What follows belongs to an exercise in optimizing a design on an open flow for small area; a production flow would make more cautious choices.
Only simulation tests tie the RTL to the original design; equivalence was not proved.
No activity file was given, so power comes from the tool's default toggle rates.

### design/flow/config.mk
export PLATFORM = sky130hd
export DESIGN_NAME = pong
export DESIGN_NICKNAME = pong
export VERILOG_FILES = /design/flow/design.v
export SDC_FILE = /design/flow/constraint.sdc
export NUM_CORES = 4
export LEC_CHECK = 0
export CAP_MARGIN = 20
export CORE_MARGIN = 2
export CORE_UTILIZATION = 55
export SLEW_MARGIN = 20
### design/flow/constraint.sdc
create_clock -name core_clock -period 10.0 [get_ports {FPGA_CLK}]
set_input_delay 2.0000 -clock core_clock [delete_from_list [all_inputs] [get_ports {FPGA_CLK}]]
set_output_delay 2.0000 -clock core_clock [all_outputs]
set_load 0.01 [all_outputs]
### design/flow/design.v
module num_to_svnseg(
    input [3:0] in,
    output [6:0] out);
    wire [15:0] a = 16'b1101_0111_1110_1101;
    wire [15:0] b = 16'b0010_0111_1001_1111;
    wire [15:0] c = 16'b0010_1111_1111_1011;
    wire [15:0] d = 16'b0111_1011_0110_1101;
    wire [15:0] e = 16'b1111_1101_0100_0101;
    wire [15:0] f = 16'b1101_1111_0111_0001;
    wire [15:0] g = 16'b1110_1111_0111_1100;
    assign out = ~{a[in], b[in], c[in], d[in], e[in], f[in], g[in]};
endmodule
module pong
#(
    parameter CLKS_PER_MOVE = 1000
)
(
    input FPGA_CLK,
    input RST_N,
    input RESET,
    input KEY1,
    input KEY2,
    input KEY3,
    input KEY4,
    output VGA_HSYNC,
    output VGA_VSYNC,
    output VGA_R,
    output VGA_G,
    output VGA_B,
    output SVNSEG_DIG1,
    output SVNSEG_DIG2,
    output SVNSEG_DIG3,
    output SVNSEG_DIG4,
    output SVNSEG_SEG0,
    output SVNSEG_SEG1,
    output SVNSEG_SEG2,
    output SVNSEG_SEG3,
    output SVNSEG_SEG4,
    output SVNSEG_SEG5,
    output SVNSEG_SEG6,
    output SVNSEG_SEG7
);
    wire clk = FPGA_CLK;
    wire rst = !RST_N;
    reg [9:0] col;
    reg [9:0] row;
    wire col_wrap = col == 10'd799;
    always @(posedge clk) begin
        if (rst) begin
            col <= 10'd0;
            row <= 10'd0;
        end else begin
            col <= col_wrap ? 10'd0 : col + 10'd1;
            if (col_wrap)
                row <= (row == 10'd524) ? 10'd0 : row + 10'd1;
        end
    end
    function [9:0] lfsr_after(input integer steps);
        integer i;
        begin
            lfsr_after = 10'd0;
            for (i = 0; i < steps; i = i + 1)
                lfsr_after = {lfsr_after[8:0], ~(lfsr_after[9] ^ lfsr_after[6])};
        end
    endfunction
    localparam [9:0] LFSR_END = lfsr_after(CLKS_PER_MOVE);
    reg [9:0] pc;    
    reg [9:0] bc;    
    wire p_tick = pc == LFSR_END;
    always @(posedge clk) begin
        if (rst || p_tick)
            pc <= 10'd0;
        else
            pc <= {pc[8:0], ~(pc[9] ^ pc[6])};
    end
    reg [8:0] p1, p2;
    wire up1 = !KEY1, dn1 = !KEY2, up2 = !KEY3, dn2 = !KEY4;
    always @(posedge clk) begin
        if (rst) begin
            p1 <= 9'd208;
            p2 <= 9'd208;
        end else if (p_tick) begin
            if (up1 && !dn1 && p1[8:2] != 7'd0) p1 <= p1 - 9'd1;
            else if (dn1 && !up1 && !(&{p1[8:7], p1[4:2], p1[0]})) p1 <= p1 + 9'd1;
            if (up2 && !dn2 && p2[8:2] != 7'd0) p2 <= p2 - 9'd1;
            else if (dn2 && !up2 && !(&{p2[8:7], p2[4:2], p2[0]})) p2 <= p2 + 9'd1;
        end
    end
    reg idle;           
    reg hr, vu;         
    reg [9:0] x;
    reg [8:1] yh;       
    wire [8:0] y = {yh, x[0]};
    reg [3:0] score1, score2;
    wire b_tick = !idle && bc == LFSR_END;
    always @(posedge clk) begin
        if (idle || b_tick)
            bc <= 10'd0;
        else
            bc <= {bc[8:0], ~(bc[9] ^ bc[6])};
    end
    wire right_side = x[9];
    wire [8:0] pp = right_side ? p2 : p1;
    wire [9:0] e = {1'b0, y} + 10'd16 - {1'b0, pp};       
    wire x_gt599 = x[8] | (x[6] & (x[5] | (x[4] & x[3])));
    wire x_eq599 = !x[8] & x[6] & !x[5] & x[4] & !x[3] & x[2] & x[1] & x[0];
    wire x_lt24 = !x[8] & !x[7] & !x[6] & !x[5] & !(x[4] & x[3]);
    wire x_eq24 = !x[8] & !x[7] & !x[6] & !x[5] & x[4] & x[3] & !x[2] & !x[1] & !x[0];
    wire near = right_side ? x_gt599 : x_lt24;
    wire face = (right_side ? x_eq599 : x_eq24) && pp[8:4] != 5'd0
                && e < 10'd80;                           
    wire top = y[8:2] == 7'd0 || (e == 10'd80 && near);
    wire bot = y >= 9'd461 || (e == 10'd0 && near);
    wire out_r = x[9] & !x[8] & x[6:0] == 7'h7F;    
    wire out_l = x[9] & x[8] & x[3:0] == 4'd1;      
    reg h1, v1, h2, v2;
    always @(*) begin
        h1 = hr; v1 = vu;
        if (top) begin
            h1 = hr & vu; v1 = 1'b0;
        end else if (bot) begin
            h1 = hr & !vu; v1 = 1'b1;
        end
        h2 = h1; v2 = v1;
        if (face) begin
            h2 = !right_side;
            v2 = right_side ? (v1 & h1) : (v1 & !h1);
        end
    end
    always @(posedge clk) begin
        if (rst) begin
            idle <= 1'b1;
            x <= 10'd312;
            yh <= 8'd116;
        end else if (idle) begin
            if (!RESET) begin
                idle <= 1'b0;
                hr <= 1'b1;
                vu <= 1'b1;
            end
        end else if (b_tick) begin
            if (out_r || out_l) begin
                idle <= 1'b1;
                x <= 10'd312;
                yh <= 8'd116;
            end else begin
                hr <= h2;
                vu <= v2;
                x <= h2 ? x + 10'd1 : x - 10'd1;
                yh <= (v2 ? y - 9'd1 : y + 9'd1) >> 1;
            end
        end
    end
    wire [8:0] rb = row[8:0] - y;
    wire [8:0] pd = col[9] ? p2 : p1;
    wire [8:0] rp = row[8:0] - pd;
    wire [9:0] cb = col - x;
    wire ball_on = rb[8:4] == 5'd0 && cb[9:4] == 6'd0;
    wire pad_col = (col >= 10'd8 && col < 10'd24) || (col >= 10'd615 && col < 10'd631);
    wire pad_on = pad_col && rp[8:6] == 3'd0;
    wire border = row < 10'd3 || row >= 10'd477;
    wire pix = (ball_on || pad_on || border) && row < 10'd480 && col < 10'd640;
    assign {VGA_R, VGA_G, VGA_B} = {3{pix}};
    assign VGA_HSYNC = !(col >= 10'd656 && col < 10'd752);
    assign VGA_VSYNC = !(row == 10'd490 || row == 10'd491);
    reg [7:0] su;
    reg [1:0] s;
    reg pend;
    wire started = !(s == 2'd0 && pend);
    wire scan_tick = su == 8'd0 && col[4:0] == 5'd0;
    wire inc1 = b_tick && out_r;
    wire inc2 = b_tick && out_l;
    wire [1:0] s_next = scan_tick ? s + 2'd1 : s;
    always @(posedge clk) begin
        if (rst) begin
            su <= 8'd0;
            s <= 2'd0;
            pend <= 1'b1;
            score1 <= 4'd0;
            score2 <= 4'd0;
        end else begin
            if (col[4:0] == 5'd31)
                su <= su + 8'd1;
            s <= s_next;
            if (scan_tick)
                pend <= (s_next == 2'b01 && inc2) || (s_next == 2'b11 && inc1);
            else if ((s == 2'b01 && inc2) || (s == 2'b11 && inc1))
                pend <= 1'b1;
            if ((inc1 && s_next != 2'b11) || (scan_tick && s == 2'b11 && pend))
                score1 <= score1 + 4'd1;
            if ((inc2 && s_next != 2'b01) || (scan_tick && s == 2'b01 && pend))
                score2 <= score2 + 4'd1;
        end
    end
    wire [3:0] n = !started ? 4'd8 : !s[0] ? 4'd0 : (s[1] ? score1 : score2);
    wire [6:0] seg;
    num_to_svnseg dec(.in(n), .out(seg));
    wire [3:0] ds = started ? ~(4'b0001 << (s - 2'd1)) : 4'b0000;
    assign {SVNSEG_DIG4, SVNSEG_DIG3, SVNSEG_DIG2, SVNSEG_DIG1} = ds;
    assign {SVNSEG_SEG0, SVNSEG_SEG1, SVNSEG_SEG2, SVNSEG_SEG3,
            SVNSEG_SEG4, SVNSEG_SEG5, SVNSEG_SEG6} = seg;
    assign SVNSEG_SEG7 = ds != 4'b1011;
endmodule
### design/flow/flow/run.sh
#!/bin/bash
# Standard synthesis, then an area re-optimisation of its combinational logic
# (registers untouched: same instances, names and cell types), then the
# standard layout from floorplan on, with single-strength port buffers and a
# clock tree without dummy loads.
set -euo pipefail
R=orfs/results/$FLOW_PLATFORM/pong/base
bash standard.sh synth > synth.log 2>&1
cp $R/1_2_yosys.v $R/1_2_yosys.std.v

LIB=$FLOW_HOME/platforms/sky130hd/lib/sky130_fd_sc_hd__tt_025C_1v80.lib
mkdir -p reopt
reopt() {  # reopt IN OUT SCRIPT LOG
    REOPT_LIB=$LIB REOPT_IN=$1 REOPT_OUT=$2 REOPT_ABC=$3 yosys -c flow/reopt.tcl > $4 2>&1 || true
}
# stage 1: deep AIG optimisation with eight seeds (four at a time), then
# area mapping
for B in 0 4; do
    for S in $B $((B + 1)) $((B + 2)) $((B + 3)); do
        printf 'strash\n&get -n\n&deepsyn -T 300 -S %s\n&put\ndch -f\namap -F 3 -A 10\n' $S > reopt/s$S.abc
        reopt $R/1_2_yosys.std.v reopt/s$S.v reopt/s$S.abc reopt_s$S.log &
    done
    wait
done
# stage 2: remap each result again and again (a chain of 8 steps, two
# alternating recipes), keeping every step's netlist
printf 'strash\ndch -f\namap -F 3 -A 10\n' > reopt/r0.abc
printf 'strash\n&get -n\n&dc2\n&dch -f\n&put\namap -F 3 -A 10\n' > reopt/r1.abc
chain() {  # chain SEED
    local prev=reopt/s$1.v
    for K in $(seq 1 8); do
        [[ -f $prev ]] || return 0
        reopt $prev reopt/s${1}_k$K.v reopt/r$((K % 2)).abc reopt_s${1}_k$K.log
        prev=reopt/s${1}_k$K.v
    done
}
for B in 0 4; do
    for S in $B $((B + 1)) $((B + 2)) $((B + 3)); do
        chain $S &
    done
    wait
done
# keep the smallest
best=""; best_area=""
for f in reopt/s*.v; do
    a=$(grep -i "chip area" $f.stat 2>/dev/null | grep -o '[0-9.]*$' || true)
    echo "$f area $a" >> reopt_summary.log
    if [[ -n "$a" ]] && { [[ -z "$best_area" ]] || awk -v a="$a" -v b="$best_area" 'BEGIN { exit !(a < b) }'; }; then
        best=$f; best_area=$a
    fi
done
echo "kept $best ($best_area)" >> reopt_summary.log
cp $best $R/1_2_yosys.v
touch $R/1_2_yosys.v

export BUFFER_PORTS_ARGS="-buffer_cell sky130_fd_sc_hd__buf_1"
export CTS_ARGS="-sink_clustering_enable -repair_clock_nets -dont_use_dummy_load"
bash standard.sh finish > layout.log 2>&1
### design/flow/flow/reopt.tcl
# Re-optimise the combinational logic of the standard synthesis netlist for area.
# Registers (their instances, names and cell types) are kept as they are.
yosys -import
set lib $::env(REOPT_LIB)
set in  $::env(REOPT_IN)
set out $::env(REOPT_OUT)
set script $::env(REOPT_ABC)
read_liberty -ignore_miss_func $lib
read_verilog -defer $in
hierarchy -top pong
# keep sequential cells as instances

setattr -mod -set keep_hierarchy 1 sky130_fd_sc_hd__df* sky130_fd_sc_hd__edf* sky130_fd_sc_hd__sdf* sky130_fd_sc_hd__conb_1
flatten
yosys rename -hide w:*.*
opt_clean -purge
techmap
opt -fast
abc -liberty $lib -dont_use *probe* -dont_use *lpflow* -dont_use *clkbuf* -dont_use *clkinv* -dont_use *dlygate* -dont_use *dlymetal* -script $script pong
opt_clean -purge
hierarchy -top pong
blackbox sky130_fd_sc_hd__*
setundef -zero
hilomap -singleton -hicell sky130_fd_sc_hd__conb_1 HI -locell sky130_fd_sc_hd__conb_1 LO
splitnets
opt_clean -purge
tee -o $out.stat stat -liberty $lib
write_verilog -noattr -nohex -nodec -selected $out
### design/flow/standard.sh
#!/bin/bash
# synth_recipe.tcl (not shown) runs the flow's synth.tcl, then flattens the netlist and writes it again
# the make line also repeats each setting of config.mk as NAME=value (left out here)
make -C /OpenROAD-flow-scripts/flow DESIGN_CONFIG=/design/flow/config.mk WORK_HOME=/design/flow/orfs CLKGATE_MAP_FILE= SYNTH_SCRIPT=/design/flow/synth_recipe.tcl "${@:-finish}"
==> out/metrics.csv <==
metric;value;unit
outcome;timing/DRC/antenna clean;
routed vias;5193;
clock input transition at the sequential cells of the worst setup and hold paths;90;ps
initial drt markers;379;
overall die height;100;µm
flop-to-flop setup slack;5180;ps
cell with the largest stage delay on the worst path;dfxtp_1;
net switching power;0.164;mW
final layout net count;740;
Placed Cells incl. Taps;833;
final RePlAce weighted congestion;0.984;
setup TNS;0;ps
gate count of the mapped netlist;697;
largest net degree at the start of global routing;43;
number of buffers between clock root and the deepest sink;2;
Slew HR;53.0;%
net count after synthesis;704;
Cell Chain, Critical Path;inv_1 > o22ai_1 > o21ai_0 > o21ai_0 > o221ai_1 > a31oi_1 > o21ai_0 > nor4_1 > nor4_1 > nor3_1 > buf_1;
number of top-level pins;24;
combined buffer and inverter count along the critical path;2;
type of element capturing the critical path;output port;
startpoint type of the worst setup path;register;
number of buffers created by CTS;9;
Power Density;120;mW/mm²
TritonCTS clock tree;built;
highest ir drop seen on vdd;80.6;µV
max-slew violations;0;
Fin Clk Skew;20.5;ps
area enclosed by the die boundary;0.0101;mm²
root buffer cell;clkbuf_8;
final cell utilization of the core;59.9;%
total number of clock tree sinks;98;
Post-Place Cell Area;0.00536;mm²
Internal Power;0.492;mW
Post-CTS Setup Inserts;0;
Gate power share;6.9;%
worst-path fanout max;16;
post-synthesis instance area;0.00512;mm²
minimum clock period;5210;ps
P_leak;2.03;nW
required time at the worst-slack endpoint;8000;ps
share of total power consumed by net switching;25.1;%
Core Rows;35;
library cell appearing most often on the critical path;o21ai_0;
drt total wl;13400;µm
Finish-stage setup viols;0;
width of the chip;100;µm
unrepaired setup endpoints after global routing;false;
clock latency of the later-clocked register in the worst-skew pair;370;ps
Via-to-Cell Ratio;6.17;
grt total ovfl;0;
level count of the clock H-tree;3;
Layout Area Growth over Synthesis;7.11;%
kind of cell adding the most delay to the critical path;compound AO/OA/AOI/OAI gates;
clock group share of total power;31.6;%
class of the tightest hold or removal check;reg2reg;
first-pass GRT wire length;22300;µm
global router's overall resource usage;27.6;%
critical path type;reg2out;
Port-buffer cells;23;
Residual DRC;0;
most common library cell in the layout ignoring fill and taps;inv_1;
Critical Path AT;3210;ps
Tightest Pin Transition;687;ps
max capacitance violation total;0;
Reg power frac;61.5;%
Finished Cell Area;0.00548;mm²
count of endpoints failing hold in the final timing report;0;
fraction of final layout cells sized beyond drive strength 1;1.50;%
Filler Cell Count;889;
final cell count without fillers;842;
number of gates resized after cts;0;
CTS Hold Buffers Added;0;
Detailed Place HPWL;10000;µm
routed wire length per instance;15.9;µm
period utilisation layout;52.1;%
via count of the first global-routing pass;4692;
Yosys warning total;1;
commonest non-fill, non-tap cells in the layout;inv_1 (104), nor2_1 (102), dfxtp_1 (96);
number of antenna violations at the first check in global routing;0;
initial cell density of the core;55.9;%
standard cell core area;0.00915;mm²
number of search-and-repair iterations in the first detailed-routing pass;5;
diodes inserted;0;
remaining number of nets flagged by the antenna check after routing;0;
stage delay of the slowest cell on the critical path;670;ps
mean instance size in the synthesized netlist;7.34;µm²
fmax;0.192;GHz
[flip-flops by register name, indices dropped and copies added (netlist names), 9 cells and up]
register and count:
bc 10, col 10, p1 9, p2 9, pc 10, row 10, x 10
[per-layer routing]
layer | vias to the layer above | routed length [µm] | global-route usage [%]
met1 | 2367 | 6300 | 38.9
met3 | 28 | 894 | 4.72
li1 | 2618 | - | -
met5 | - | 0 | 0
met2 | 180 | 5860 | 43.0
met4 | 0 | 333 | 9.48
[power groups by stage]
stage / logic, mW / registers [mW] / clock network, mW
floorplan: 0.0305 / 0.410 / 0
global placement: 0.0439 / 0.412 / 0
detailed placement: 0.0449 / 0.412 / 0
CTS: 0.0452 / 0.403 / 0.212
global route: 0.0510 / 0.405 / 0.225
finish: 0.0454 / 0.403 / 0.207
[final cells by class]
type | instances | area (µm²) | share of cell area, %
multi-input cells | 495 | 2750 | 50.1
clock buffers | 9 | 124 | 2.26
repair buffers | 25 | 101 | 1.85
inverters | 104 | 390 | 7.12
flip-flops and latches | 98 | 1980 | 36.2
well taps | 111 | 139 | 2.53
[through the flow]
step / hold slack [ps] / total power [mW] / setup slack [ps]
after global routing: 458 / 0.680 / 4420
final: 430 / 0.656 / 4790
after global placement: 404 / 0.456 / 5290
after CTS: 433 / 0.661 / 4820
after detailed placement: 420 / 0.457 / 5230
after floorplan: 396 / 0.441 / 5480
[worst register-to-register path, stage by stage (launching register included)]
cell	delay [ps]
dfxtp_1	610
inv_1	350
o22ai_1	340
nor2_1	150
inv_1	110
o22a_1	160
o21ai_0	80
a21oi_1	130
o21ai_0	90
a21oi_1	130
nor2_1	70
nor4_1	290
a31oi_1	190
nand3_1	120
o211ai_1	120
o21ai_0	280
nor2_1	70
a21oi_1	390
o221ai_1	260
inv_1	170
o221ai_1	140
inv_1	120
o21ai_0	110
o21ai_0	160
a21oi_1	60
[final timing paths]
path,startpoint,end,cells after the start
setup / recovery,col[9],VGA_B,11
hold / removal,pc[0],pc[1],2
setup reg to reg,x[9],x[9],24
hold reg to reg,pc[0],pc[1],2

==> port drivers added, routing unchanged <==
No port has a modelled driver above. Below, the same layout with a new extraction and two added sets of constraints.
Step 1 sets driving cells, clkbuf_16 on the clock port and buf_2 on the other inputs (assumed; they add their load-dependent delay and slew).
Step 2 times the ports against the registers' clock, not the clock port: input delays grow and output delays shrink by t, the midpoint of the rising clock arrivals with the driver on.
a / b / c = ideal ports / drivers / drivers and shift; a / b = the first two.
t, ns: 0.400
slack for setup (ns): 4.791 / 4.755 / 5.155
worst hold slack (ns): 0.430 / 0.430 / 0.430
After both steps this run still meets setup and hold. For this run, drivers alone change the setup slack by -0.036 ns; drivers and shift together by +0.364 ns.
